This design comes from an exercise in tuning for small area and a short achievable clock period on the open sky130 flow, not from production work. No run shown here included a check of the RTL's function; only the layout flow was run.

## flow/design.v (module list and top-level ports; edited modules follow where they fit)
// module Mul12x13_CS: 155 lines
// module Tab_P12: 15 lines
// module Tab_P16: 14 lines
// module Tab_P20: 17 lines
// module CSA: 16 lines
// module Butterfly_Unit: 109 lines
module Butterfly_Unit (
    input clk,
    input reset,
    input [1:0] operation,   
    input valid_in,
    input [11:0] a_in,
    input [11:0] b_in,
    input [11:0] zeta,
    output reg [11:0] a_out,
    output reg [11:0] b_out,
    output reg valid_out
);
  // ...
==> flow/run.sh <==
#!/bin/bash
# synth_recipe.tcl (not shown) runs the flow's synth.tcl, then flattens the netlist and writes it again
# the make line also repeats each setting of config.mk as NAME=value (left out here)
make -C /OpenROAD-flow-scripts/flow DESIGN_CONFIG=/design/flow/config.mk WORK_HOME=/design/flow/orfs CLKGATE_MAP_FILE= SYNTH_SCRIPT=/design/flow/synth_recipe.tcl finish
==> flow/config.mk <==
export PLATFORM = sky130hd
export DESIGN_NAME = Butterfly_Unit
export DESIGN_NICKNAME = Butterfly_Unit
export VERILOG_FILES = /design/flow/design.v
export SDC_FILE = /design/flow/constraint.sdc
export NUM_CORES = 4
export LEC_CHECK = 0
export CAP_MARGIN = 20
export CELL_PAD_IN_SITES_DETAIL_PLACEMENT = 0
export CELL_PAD_IN_SITES_GLOBAL_PLACEMENT = 0
export CORE_MARGIN = 2
export CORE_UTILIZATION = 55
export SETUP_SLACK_MARGIN = 2.7
export SLEW_MARGIN = 20
==> flow/constraint.sdc <==
create_clock -name core_clock -period 6.5 [get_ports {clk}]
set_input_delay 1.3000 -clock core_clock [delete_from_list [all_inputs] [get_ports {clk}]]
set_output_delay 1.3000 -clock core_clock [all_outputs]
set_load 0.01 [all_outputs]
==> flow_summary.toml, run 1 <==
[outcome]
outcome = "finished clean"

[finish]
n_all_buffers = 98
largest_reg_flops = 24
clock_buffers = 31
layout_common_cells = "inv_1 (245), dfxtp_1 (202), ha_1 (177), fa_1 (162), and2_1 (153)"
multi_input_area_sq_um = 11800

[sta]
period_share = 0.577
setup_slack_ns = 2.75
worstMarginPinSlew_ns = 1.17
slew_viol_final = 0

[yosys]
syn_avg_cell_area_sq_um = 9.26
ys_seq_area_frac = 0.243
ys_ff_latch = 202
synth_top_area_frac = 0.243

[floorplan]
die_area_sq_um = 31600
num_rows = 63
die_h_um = 178
die_w_um = 178

[setup_path]
max_stage_delay_ns = 0.59
rr_startpoint = "px2[12]"
critPathMaxFanout = 7

[grt]
grt_pass1_vias = 12500

[routing]
ant_nets = 0
wl_per_cell_um = 16.7
met3_length_um = 1420
top_layer = "met4"

[placement]
place_inst = 2200
pre_cts_slack_ns = 1.97

[clock_network]
clockBufferDepth = 3
cts_resized = 27

[worst_hold_path]
hold_end = "s2[11]"
==> module Butterfly_Unit, before the edit <==
module Butterfly_Unit (
    input clk,
    input reset,
    input [1:0] operation,   
    input valid_in,
    input [11:0] a_in,
    input [11:0] b_in,
    input [11:0] zeta,
    output reg [11:0] a_out,
    output reg [11:0] b_out,
    output reg valid_out
);
    localparam [12:0] Q = 13'd3329;
    wire        intt0 = operation[0];
    wire [12:0] ds0, dc0;
    CSA #(13) csa_d (.a({1'b0, a_in}), .b({1'b1, ~b_in}), .c(13'd3330), .s(ds0), .y(dc0));
    wire [12:0] dq0   = ds0 + dc0;                                   
    wire [12:0] m0    = intt0 ? dq0 : {1'b0, b_in};
    wire [12:0] s0    = {1'b0, a_in} + {1'b0, b_in & {12{intt0}}};
    reg [12:0] m1;
    reg [11:0] z1;
    reg [12:0] s1;
    reg [1:0]  op1;
    reg        v1;
    always @(posedge clk) begin
        m1  <= m0;
        s1  <= s0;
        z1  <= zeta;
        op1 <= operation;
    end
    wire [24:0] px1, py1;
    Mul12x13_CS mul (.a(z1), .b(m1), .x(px1), .y(py1));
    reg [24:0] px2, py2;
    reg [12:0] s2;
    reg [1:0]  op2;
    reg        v2;
    always @(posedge clk) begin
        px2 <= px1;
        py2 <= py1;
        s2  <= s1;
        op2 <= op1;
    end
    wire [12:0] h2 = px2[24:12] + py2[24:12];
    wire [12:0] t0;
    wire [11:0] t1;
    wire [14:0] t2;
    Tab_P12 tab0 (.h(h2[3:0]),  .t(t0));
    Tab_P16 tab1 (.h(h2[7:4]),  .t(t1));
    Tab_P20 tab2 (.h(h2[12:8]), .t(t2));
    wire [14:0] sa, ca, sb, cb, sc, cc;
    CSA #(15) csa_a (.a({3'b000, px2[11:0]}), .b({3'b000, py2[11:0]}), .c({2'b00, t0}), .s(sa), .y(ca));
    CSA #(15) csa_b (.a(sa), .b(ca), .c({3'b000, t1}), .s(sb), .y(cb));
    CSA #(15) csa_c (.a(sb), .b(cb), .c(t2), .s(sc), .y(cc));
    reg [14:0] xs3, xc3;
    reg [12:0] s3;
    reg [1:0]  op3;
    reg        v3;
    always @(posedge clk) begin
        xs3 <= sc;
        xc3 <= cc;
        s3  <= s2;
        op3 <= op2;
    end
    wire [14:0] x3 = xs3 + xc3;
    wire [14:0] ks1, kc1, ks2, kc2, ks3, kc3, ks4, kc4;
    CSA #(15) csa_k1 (.a(xs3), .b(xc3), .c(15'h72ff), .s(ks1), .y(kc1));    
    CSA #(15) csa_k2 (.a(xs3), .b(xc3), .c(15'h65fe), .s(ks2), .y(kc2));    
    CSA #(15) csa_k3 (.a(xs3), .b(xc3), .c(15'h58fd), .s(ks3), .y(kc3));    
    CSA #(15) csa_k4 (.a(xs3), .b(xc3), .c(15'h4bfc), .s(ks4), .y(kc4));    
    wire [14:0] x1 = ks1 + kc1;
    wire [14:0] x2 = ks2 + kc2;
    wire [14:0] x3q = ks3 + kc3;
    wire [14:0] x4 = ks4 + kc4;
    wire [11:0] r3 = !x4[14]  ? x4[11:0]  :
                     !x3q[14] ? x3q[11:0] :
                     !x2[14]  ? x2[11:0]  :
                     !x1[14]  ? x1[11:0]  : x3[11:0];
    reg [11:0] r4;
    reg [12:0] s4;
    reg [1:0]  op4;
    reg        v4;
    always @(posedge clk) begin
        r4  <= r3;
        s4  <= s3;
        op4 <= op3;
    end
    wire [11:0] rn4 = r4 & {12{~op4[0]}};
    wire [12:0] t4  = s4 + {1'b0, rn4};                            
    wire [13:0] ts4, tc4;
    CSA #(14) csa_t (.a({1'b0, s4}), .b({2'b00, rn4}), .c(14'h32ff), .s(ts4), .y(tc4));
    wire [13:0] tm4 = ts4 + tc4;                                   
    wire [11:0] ao4 = tm4[13] ? t4[11:0] : tm4[11:0];
    wire [12:0] u4  = {1'b0, s4[11:0]} - {1'b0, r4};
    wire [12:0] us4, uc4;
    CSA #(13) csa_u (.a({1'b0, s4[11:0]}), .b({1'b1, ~r4}), .c(13'd3330), .s(us4), .y(uc4));
    wire [12:0] uq4 = us4 + uc4;                                   
    wire [11:0] bo4 = op4[0] ? r4 : (u4[12] ? uq4[11:0] : u4[11:0]);
    always @(posedge clk) begin
        a_out <= op4[1] ? 12'd0 : ao4;
        b_out <= op4[1] ? 12'd0 : bo4;
    end
    always @(posedge clk) begin
        if (reset) begin
            v1 <= 1'b0; v2 <= 1'b0; v3 <= 1'b0; v4 <= 1'b0; valid_out <= 1'b0;
        end else begin
            v1 <= valid_in; v2 <= v1; v3 <= v2; v4 <= v3; valid_out <= v4;
        end
    end
endmodule
==> run 2, diff against run 1 <==
--- a/flow/design.v
+++ b/flow/design.v
@@ -258,15 +258,14 @@
         op2 <= op1;
     end
-    wire [12:0] h2 = px2[24:12] + py2[24:12];
+    wire [24:0] p2 = px2 + py2;
     wire [12:0] t0;
     wire [11:0] t1;
     wire [14:0] t2;
-    Tab_P12 tab0 (.h(h2[3:0]),  .t(t0));
-    Tab_P16 tab1 (.h(h2[7:4]),  .t(t1));
-    Tab_P20 tab2 (.h(h2[12:8]), .t(t2));
-    wire [14:0] sa, ca, sb, cb, sc, cc;
-    CSA #(15) csa_a (.a({3'b000, px2[11:0]}), .b({3'b000, py2[11:0]}), .c({2'b00, t0}), .s(sa), .y(ca));
-    CSA #(15) csa_b (.a(sa), .b(ca), .c({3'b000, t1}), .s(sb), .y(cb));
-    CSA #(15) csa_c (.a(sb), .b(cb), .c(t2), .s(sc), .y(cc));
+    Tab_P12 tab0 (.h(p2[15:12]), .t(t0));
+    Tab_P16 tab1 (.h(p2[19:16]), .t(t1));
+    Tab_P20 tab2 (.h(p2[24:20]), .t(t2));
+    wire [14:0] sa, ca, sc, cc;
+    CSA #(15) csa_a (.a({3'b000, p2[11:0]}), .b({2'b00, t0}), .c({3'b000, t1}), .s(sa), .y(ca));
+    CSA #(15) csa_c (.a(sa), .b(ca), .c(t2), .s(sc), .y(cc));
     reg [14:0] xs3, xc3;
     reg [12:0] s3;
@@ -280,15 +279,12 @@
     end
     wire [14:0] x3 = xs3 + xc3;
-    wire [14:0] ks1, kc1, ks2, kc2, ks3, kc3, ks4, kc4;
+    wire [14:0] ks1, kc1, ks2, kc2, ks3, kc3;
     CSA #(15) csa_k1 (.a(xs3), .b(xc3), .c(15'h72ff), .s(ks1), .y(kc1));    
     CSA #(15) csa_k2 (.a(xs3), .b(xc3), .c(15'h65fe), .s(ks2), .y(kc2));    
     CSA #(15) csa_k3 (.a(xs3), .b(xc3), .c(15'h58fd), .s(ks3), .y(kc3));    
-    CSA #(15) csa_k4 (.a(xs3), .b(xc3), .c(15'h4bfc), .s(ks4), .y(kc4));    
     wire [14:0] x1 = ks1 + kc1;
     wire [14:0] x2 = ks2 + kc2;
     wire [14:0] x3q = ks3 + kc3;
-    wire [14:0] x4 = ks4 + kc4;
-    wire [11:0] r3 = !x4[14]  ? x4[11:0]  :
-                     !x3q[14] ? x3q[11:0] :
+    wire [11:0] r3 = !x3q[14] ? x3q[11:0] :
                      !x2[14]  ? x2[11:0]  :
                      !x1[14]  ? x1[11:0]  : x3[11:0];
==> flow_summary.toml, run 2 <==
[sta]
finalSetupTns_ns = 0
worstMarginPinSlew_ns = 0.884
setup_violations = 0
whs_ns = 0.328
slew_headroom = 0.410
finalHoldViolCount = 0
period_share = 0.595
max_freq_mhz = 259
rsz0062_at_grt = "yes"
fin_crit_ns = 3.87
clock_skew_ns = 0.0112
slew_viol_final = 0

[routing]
met1_length_um = 17100
drc = 0
ant_nets = 0
met3_length_um = 1460
drt-total-wl_um = 40500
vias = 12700
top_layer = "met4"
wl_met2_um = 20300
drt_iter0_drc = 567
wl_per_cell_um = 17.7
first_pass_iters = 6
routed_via_density = 5.54

[clock_network]
cts_root_buf = "clkbuf_16"
clkLatencyLatePin_ns = 0.45
cts.sinks = 200
clockBufferDepth = 2
cts_tree = "yes"
cts_made_buffers = 17
htree_levels = 4
clkSlewWorstSetupHoldPaths_ns = 0.08

[floorplan]
die_h_um = 177
start_util = 0.558
num_rows = 63
ioPinCount = 66
die_area_sq_um = 31500
die_w_um = 177
core_area_sq_um = 29600

[yosys]
synth_xor_area_frac = 0.0543
synth_edf_count = 0
synth_cells = 1786
yosysUniqueCellTypes = 86
synth.net_count = 2163
yosysMostFrequentCell = "inv_1"
synth_simple_gate_area_share = 0.146
synth_top_family_by_area = "adder cells"
syn_area_sq_um = 16500
synth_common_cells = "inv_1 (228), dfxtp_1 (200), ha_1 (182)"
yosysTopAreaCell = "dfxtp_1"
synth_top_area_frac = 0.242
async_flop_share = 0
synthMuxAreaShare = 0.00954
synthAdderAreaFrac = 0.326
synth_area_leaders = "dfxtp_1 (24%), fa_1 (19%), ha_1 (14%)"
ys_ff_latch = 200
yosys_warnings = 1
syn_avg_cell_area_sq_um = 9.25
synth_top_flop_cell = "dfxtp_1"
synth_compound_area_frac = 0.152
ys_seq_area_frac = 0.242

[finish]
final_common_cell = "inv_1"
regMostFlops = "px2"
largest_reg_flops = 24
reg_top3 = "px2 (24), py2 (23), xs3 (14)"
nFillCells = 2467
layout_common_cells = "inv_1 (226), dfxtp_1 (194), ha_1 (168), and2_1 (151), fa_1 (148)"
synthToLayoutAreaGrowth_pct = 17.5
final_nets = 2262
drive_gt1_frac = 0.133
num_antenna_cells = 0

[grt]
grt_pass1_wl_um = 63100
grt_usage = 0.257
grt_max_degree = 25
grt_pass1_vias = 12500
antenna_found_initial = 0
grt-ovfl-total = 0

[setup_path]
cp-end-kind = "register"
r2r_cells = 14
required_ns = 6.90
crit_start = "py2[2]"
reg2reg_to = "xs3[11]"
arrival_ns = 4.27
critPathMaxFanout = 6
crit_type = "register to register"
regToRegSetupSlack_ns = 2.63
rr_startpoint = "py2[2]"
critPathLaunchType = "register"

[placement]
hpwl_um = 30700
globalplace.congestion = 0.901
port_buffers = 65

[worst_hold_path]
whs_path_depth = 0
hold_end = "s3[10]"
min_from = "s2[10]"
min_path_type = "register to register"

[run]
max-cap-violations = 0

[outcome]
outcome = "finished clean"
run 2: changes by cell type after synthesis, sizes merged, moves of 9 or more:
cell,delta
nor2,-30
inv,-19
o21ai,+13
a211oi,+10
fa,-10
or3,+9
run 2: stage by stage:
step	util	setup WS, ns	instances	cell area [sq um]
floorplan	-	2.70	1786	16500
global placement	0.587	1.87	2179	17400
detailed placement	0.587	1.82	2180	17400
CTS	0.636	2.61	2257	18900
global route	0.655	2.52	2288	19400
finish	0.655	2.63	2288	19400
run 2: logic make-up after synthesis:
kind of cell	count (synthesis)
buffers and inverters	296
multiplexers	15
XOR/XNOR	99
AND/OR/NAND/NOR	468
adder cells (fa/ha/maj)	338
AO/OA/AOI/OAI	370
flip-flops	200
run 2: layout make-up:
cell class	instances	area (sq um)	area share
Clock buffer	18	439	0.0226
Clock inverter	14	168	0.00863
Inverter	232	882	0.0454
Multi-Input combinational cell	1293	12100	0.625
Sequential cell	200	4010	0.207
Tap cell	390	488	0.0251
Timing Repair Buffer	141	1290	0.0663
run 2: what timing repair did:
action                                 in CTS  in global routing
hold buffers                                0                  0
pin swaps                                  43                 43
resized for setup                          96                 74
buffers inserted                           42                 29
setup endpoints to repair                  52                 58
cloned                                      3                  2
endpoints found under the hold margin       0                  0
run 2: how the worst max path moves through the flow:
| stage | endpoint | cells past startpoint |
|---|---|---|
| 2_1_floorplan | s1[10] | 15 |
| 3_3_place_gp | s1[10] | 16 |
| 5_1_grt | xs3[11] | 14 |
| 3_5_place_dp | s1[12] | 16 |
| 6_report | xs3[11] | 14 |
| 4_1_cts | xs3[9] | 13 |
run 2: critical path: stages, from the launching register on:
cell	delay, ns
dfxtp_2	0.34
ha_4	0.24
a211o_1	0.30
a2111oi_4	0.35
buf_4	0.18
o31ai_4	0.06
a21oi_2	0.19
o21bai_1	0.09
a21oi_2	0.25
xnor2_4	0.21
buf_6	0.18
o21bai_1	0.13
o211ai_1	0.17
fa_1	0.54
fa_2	0.57
run 2: metal layers:
layer	GRT usage	vias up
met5	0	-
met4	0.106	0
met3	0.0347	86
met2	0.459	285
met1	0.311	6199
li1	-	6115

afterwards: timing with drivers on the ports:
How much do the figures lean on ideal ports? The routed layouts below were timed once more, with nothing changed but the port constraints. Step 1 assumes that a clkbuf_16 drives the clock port and a buf_2 every other input. Step 2, shift: input delay + t, output delay - t, t = (earliest + latest rising clock arrival at the registers) / 2. This alone moves slack from input paths to output paths. Slacks: ideal ports / drivers / drivers and shift; pairs: ideal ports / drivers.
run	t, ns	slack for setup (ns)	hold WS [ns]	worst setup path after step 2	latest minus earliest clock arrival (ns)
run 1	0.595	2.749 / 2.749 / 2.296	0.325 / 0.325 / 0.325	input to register	0.023 / 0.023
run 2	0.499	2.633 / 2.633 / 2.340	0.328 / 0.328 / 0.328	input to register	0.012 / 0.012
After both steps setup and hold are still met in every run listed. The setup slack of run 1, which loses most, moves by 0.000 ns with the drivers and by -0.453 ns with both steps.
